From an optimization exercise on the open Yosys and OpenROAD flow, aimed at small area; shortcuts taken in it are not production practice. The RTL was checked by simulation tests, not by an equivalence proof against the original design. Power and IR drop assume default switching activity.

## flow/design.v (module list and top-level ports; edited modules follow where they fit)
// module generic_adder_tree: 1017 lines
// module adt_fa: 4 lines
// module adt_ha: 4 lines
module generic_adder_tree #(
    parameter INPUT_COUNT = 32,
    parameter DATA_WIDTH  = 16
) (
    input clk,
    input rst_n,
    input [INPUT_COUNT-1:0] [DATA_WIDTH-1:0] i_data,
    output [$clog2(INPUT_COUNT)+DATA_WIDTH-1:0] o_sum
);
  // ...
==> flow/run.sh <==
#!/bin/bash
# synth_recipe.tcl (not shown) runs the flow's synth.tcl, then flattens the netlist and writes it again
# the make line also repeats each setting of config.mk as NAME=value (left out here)
make -C /OpenROAD-flow-scripts/flow DESIGN_CONFIG=/design/flow/config.mk WORK_HOME=/design/flow/orfs CLKGATE_MAP_FILE= SYNTH_SCRIPT=/design/flow/synth_recipe.tcl finish
==> flow/config.mk <==
export PLATFORM = sky130hd
export DESIGN_NAME = generic_adder_tree
export DESIGN_NICKNAME = generic_adder_tree
export VERILOG_FILES = /design/flow/design.v
export SDC_FILE = /design/flow/constraint.sdc
export NUM_CORES = 4
export LEC_CHECK = 0
export CAP_MARGIN = 20
export CORE_MARGIN = 2
export CORE_UTILIZATION = 40
export SLEW_MARGIN = 20
export SYNTH_HIERARCHICAL = 1
==> flow/constraint.sdc <==
create_clock -name core_clock -period 4.0 [get_ports {clk}]
set_input_delay 0.8000 -clock core_clock [delete_from_list [all_inputs] [get_ports {clk}]]
set_output_delay 0.8000 -clock core_clock [all_outputs]
set_load 0.01 [all_outputs]
==> results.txt, run 1 <==
total grt overflow 0; worst setup path end r1[5]; post-route setup slack 0.541 ns; status no timing/DRC/antenna violations; logic gate share of total power 57.0%; Top Registers r1 x83, r2 x33, r3 x26; CTS Buf Count 17; clk slew on worst S/H paths 0.07 ns; Netlist cell types 8; Biggest consumer combinational logic; clk sinks ~190; Crit path max-delay family adder cells; multi-input gate share of total cell area 49.4%; Post-DP HPWL 34600 um; CP Data Required Time 4.29 ns; RSZ-0062 raised after global routing no; sequential cell area fraction in the yosys report 27.4%; crit start category primary input; TritonCTS clock tree yes; Design Area, Final 20300 um2; DR top layer met4; final sequential cell count 189; Setup-failing EPs final 0; most flop-heavy register r1; number of synthesis warnings 7; register-to-register setup slack around 0.74 ns
==> inputs of run 2 (changes only) <==
==> flow/flow/run.sh (new file) <==
#!/bin/bash
# Standard ORFS layout, with the port buffers made from the smallest buffer cell.
set -o pipefail
cp standard.sh standard_copy.sh.txt
export BUFFER_PORTS_ARGS="-buffer_cell sky130_fd_sc_hd__buf_1"
bash standard.sh > standard.log 2>&1
==> flow/standard.sh (new file) <==
#!/bin/bash
# synth_recipe.tcl (not shown) runs the flow's synth.tcl, then flattens the netlist and writes it again
# the make line also repeats each setting of config.mk as NAME=value (left out here)
make -C /OpenROAD-flow-scripts/flow DESIGN_CONFIG=/design/flow/config.mk WORK_HOME=/design/flow/orfs CLKGATE_MAP_FILE= SYNTH_SCRIPT=/design/flow/synth_recipe.tcl "${@:-finish}"
removed: flow/run.sh
==> results.txt, run 2 <==
slowest CP cell fa_1; cell row count 68; fin crit share 82.1%; Mapped Cells between 700 and 800; total length of routed wires 29900 um; CORE AREA 34400 um2; Post-Syn Area per Cell 19.6 um2; commonest cells in the netlist fa_1 (491), dfxtp_1 (184), and2_2 (15); Yosys top cell area share 70.8%; full die area 36200 um2; worst r2r dst r3[14]; post-cts sizing count 0; Synth area leaders fa_1 (71%), dfxtp_1 (27%), dfrtp_1 (0.90%), and2_2 (0.81%), ha_1 (0.45%); status no timing/DRC/antenna violations; clock skew 0.00576 ns; leading area contributor after synthesis fa_1; Post-DP HPWL 28900 um (-16%); Vias roughly 7400; Area growth syn-to-layout 22.6%; Post-CTS Setup Bufs 0; Syn Nets about 1700; slew margin rel. about three fifths; GR Util All Layers 17.4%; register-to-register setup slack 0.71 ns (-0.03 ns); Starting DRT DRC Count 165; number of global-route vias before repair 9280; Arr. time, crit path approximately 3.6 ns; r2r startpoint r2[8]; Top Registers r1 x83, r2 x33, r3 x26; # DRC 0; Final Max Slew Viols 0; Power Density 669 nW/um2; total grt overflow 0 (unchanged); Final GP Congestion 0.840; CP endpoint kind register; ys flop type dfxtp_1; R2R cell count 7; TritonCTS clock tree yes; CTS Buffer Depth 2; post-route setup slack 0.714 ns (+0.173 ns); initial antenna violation count 1; max_cap viols 0; CP cell instances fa_1 > fa_1 > fa_1 > fa_1 > fa_1 > fa_1 > fa_1; CTS Buf Count 17 (unchanged); hold buffers post-CTS 0; DIE WIDTH 190 um; first-pass GRT wire length 46900 um; post-layout min period 3.29 ns; Max stage delay on crit path 0.43 ns; CP Max Fanout 1; FF+latch count, synth 189; clk sinks 189 (unchanged); number of synthesis warnings 7 (unchanged); drt pass-1 iters 4; most frequent cells in the layout buf_1 (534), fa_1 (491), dfxtp_1 (184); Setup-failing EPs final 0 (unchanged); Leak Pwr slightly above 6 nW; crit path kind reg -> reg; wire length per cell 17.3 um; count leader, synth fa_1; RSZ-0062 raised after global routing no; VDD IR-drop max 0.323 mV; Worst Setup SP r2[8]; Skew-Pair Late Insertion Delay around 0.42 ns; die height 190 um; Pwr Total 0.0114 W; CTS HTree Levels 4; max FFs per register between 80 and 90; Tightest Hold Check Type in -> async; Initial Utilization about two fifths; crit start category register; Design Area, Final 17000 um2 (-16%); Netlist cell types 8 (unchanged); antenna-violating nets left 0; largest net degree at the start of global routing 22; commonest non-fill, non-tap cell in the layout buf_1; mapped cell area 13900 um2; most flop-heavy register r1; Root Driver clkbuf_16; final core utilization 49.5%; Final Hold Fails 0; TNS Setup 0 ns; drt via density 4.28; Post-DP Area 16400 um2; share of synthesized registers carrying an async set or reset 2.65%; highest clock rate 304 MHz; Final nets 2270; fraction of layout cells with a size suffix above 1 3.69%; sequential cell area fraction in the yosys report 27.4% (unchanged); clk slew on worst S/H paths 0.07 ns (about the same); Post-synth EDFFs 0; CP most frequent cell fa_1; Port Buffers around 530; pre-CTS setup slack 0.473 ns; Slew @ Worst Pin approximately 0.57 ns; CP Data Required Time 4.30 ns (about the same); IO Pins 535
## run 2: cell types whose count changed in the layout (fill, tap and decap cells not counted)
cell | before | now
inv_6 | 2 | 4
bufinv_16 | 1 | 0
clkdlybuf4s50_1 | 534 | 0
buf_1 | 0 | 534
clkinvlp_4 | 3 | 2
clkinv_2 | 2 | 0
clkbuf_1 | 1 | 0
diode_2 | 0 | 1
inv_8 | 2 | 3
clkinv_8 | 1 | 3
## run 2: area by class of cell
type                            count  area [um2]
Antenna cell                        1        2.50
Clock buffer                       18         439
Clock inverter                     14         150
Fill cell                        3041       17400
Multi-Input combinational cell    518       10000
Sequential cell                   189        3810
Tap cell                          455         569
Timing Repair Buffer              534        2000
## run 2: how the worst max path moves through the flow
stage	end	slack, ns	cells after the start
finish	r3[14]	0.71	7
floorplan	r1[9]	0.70	5
detailed placement	r1[5]	0.47	6
global placement	r1[14]	0.50	6
global route	r3[14]	0.60	7
CTS	r3[14]	0.64	7
## run 2: cell families after synthesis
kind of cell             Yosys count  synth area share, %
AND/OR/NAND/NOR                   21                 1.08
other                              1               0.0270
adder cells (fa/ha/maj)          496                 71.3
buffers and inverters              2                0.162
flip-flops                       189                 27.4
## run 2: Yosys stat by module, one instance, submodules excluded
module | times used | flip-flops and latches
adt_fa | 491 | 0
adt_ha | 5 | 0
generic_adder_tree | 1 | 189
## run 2: routing by layer
metal	part of all wire (%)	global-route usage (%)	vias to the layer above
met1	36	21.0	3831
met3	6.6	3.42	20
met2	56	32.4	305
met5	0	0	-
met4	1.3	3.64	0
li1	-	-	3251
## run 2: worst max-delay path: cells and delay by family (launching register included)
family / cells / cell delay [ns]
adders and majority gates: 7 / 2.85
DFF: 1 / 0.32
## run 2: metrics by stage
step | std cells | hold slack, ns
after floorplan | 709 | 0.310
after global placement | 1696 | 0.310
after detailed placement | 1696 | 0.312
after CTS | 1728 | 0.209
after global routing | 1729 | 0.207
final | 1729 | 0.220
## run 2: where the power goes
part           switching (W)  internal [W]  total (W)
clock network       0.000777      0.000850    0.00163
logic                0.00318       0.00303    0.00621
registers           0.000417       0.00314    0.00356

[port drivers added, routing unchanged]
In the flow no input, the clock included, has a driving cell. The finished layouts below were timed again as built, in two steps.
Step 1: set_driving_cell puts a clkbuf_16 on clk and a buf_2 on each other input, an assumption about the parent block.
Step 2 times the ports against the registers' clock, not the clock port: input delays grow and output delays shrink by t, the midpoint of the rising clock arrivals with the driver on.
a / b / c = no drivers / after step 1 / after step 2; a / b = the first two.
| run | t (ns) | setup slack, ns | worst setup path after step 2 | slew at the worst register clock pin (ns) | pins driven straight from the clock port |
|---|---|---|---|---|---|
| run 1 | 0.451 | 0.541 / 0.536 / 0.086 | input to register | 0.07 / 0.07 | 1 |
| run 2 | 0.454 | 0.714 / 0.714 / 0.480 | input to register | 0.07 / 0.07 | 1 |
After both steps every run listed still meets setup and hold. For run 1, which loses most, drivers alone change the setup slack by -0.005 ns; drivers and shift together by -0.455 ns.
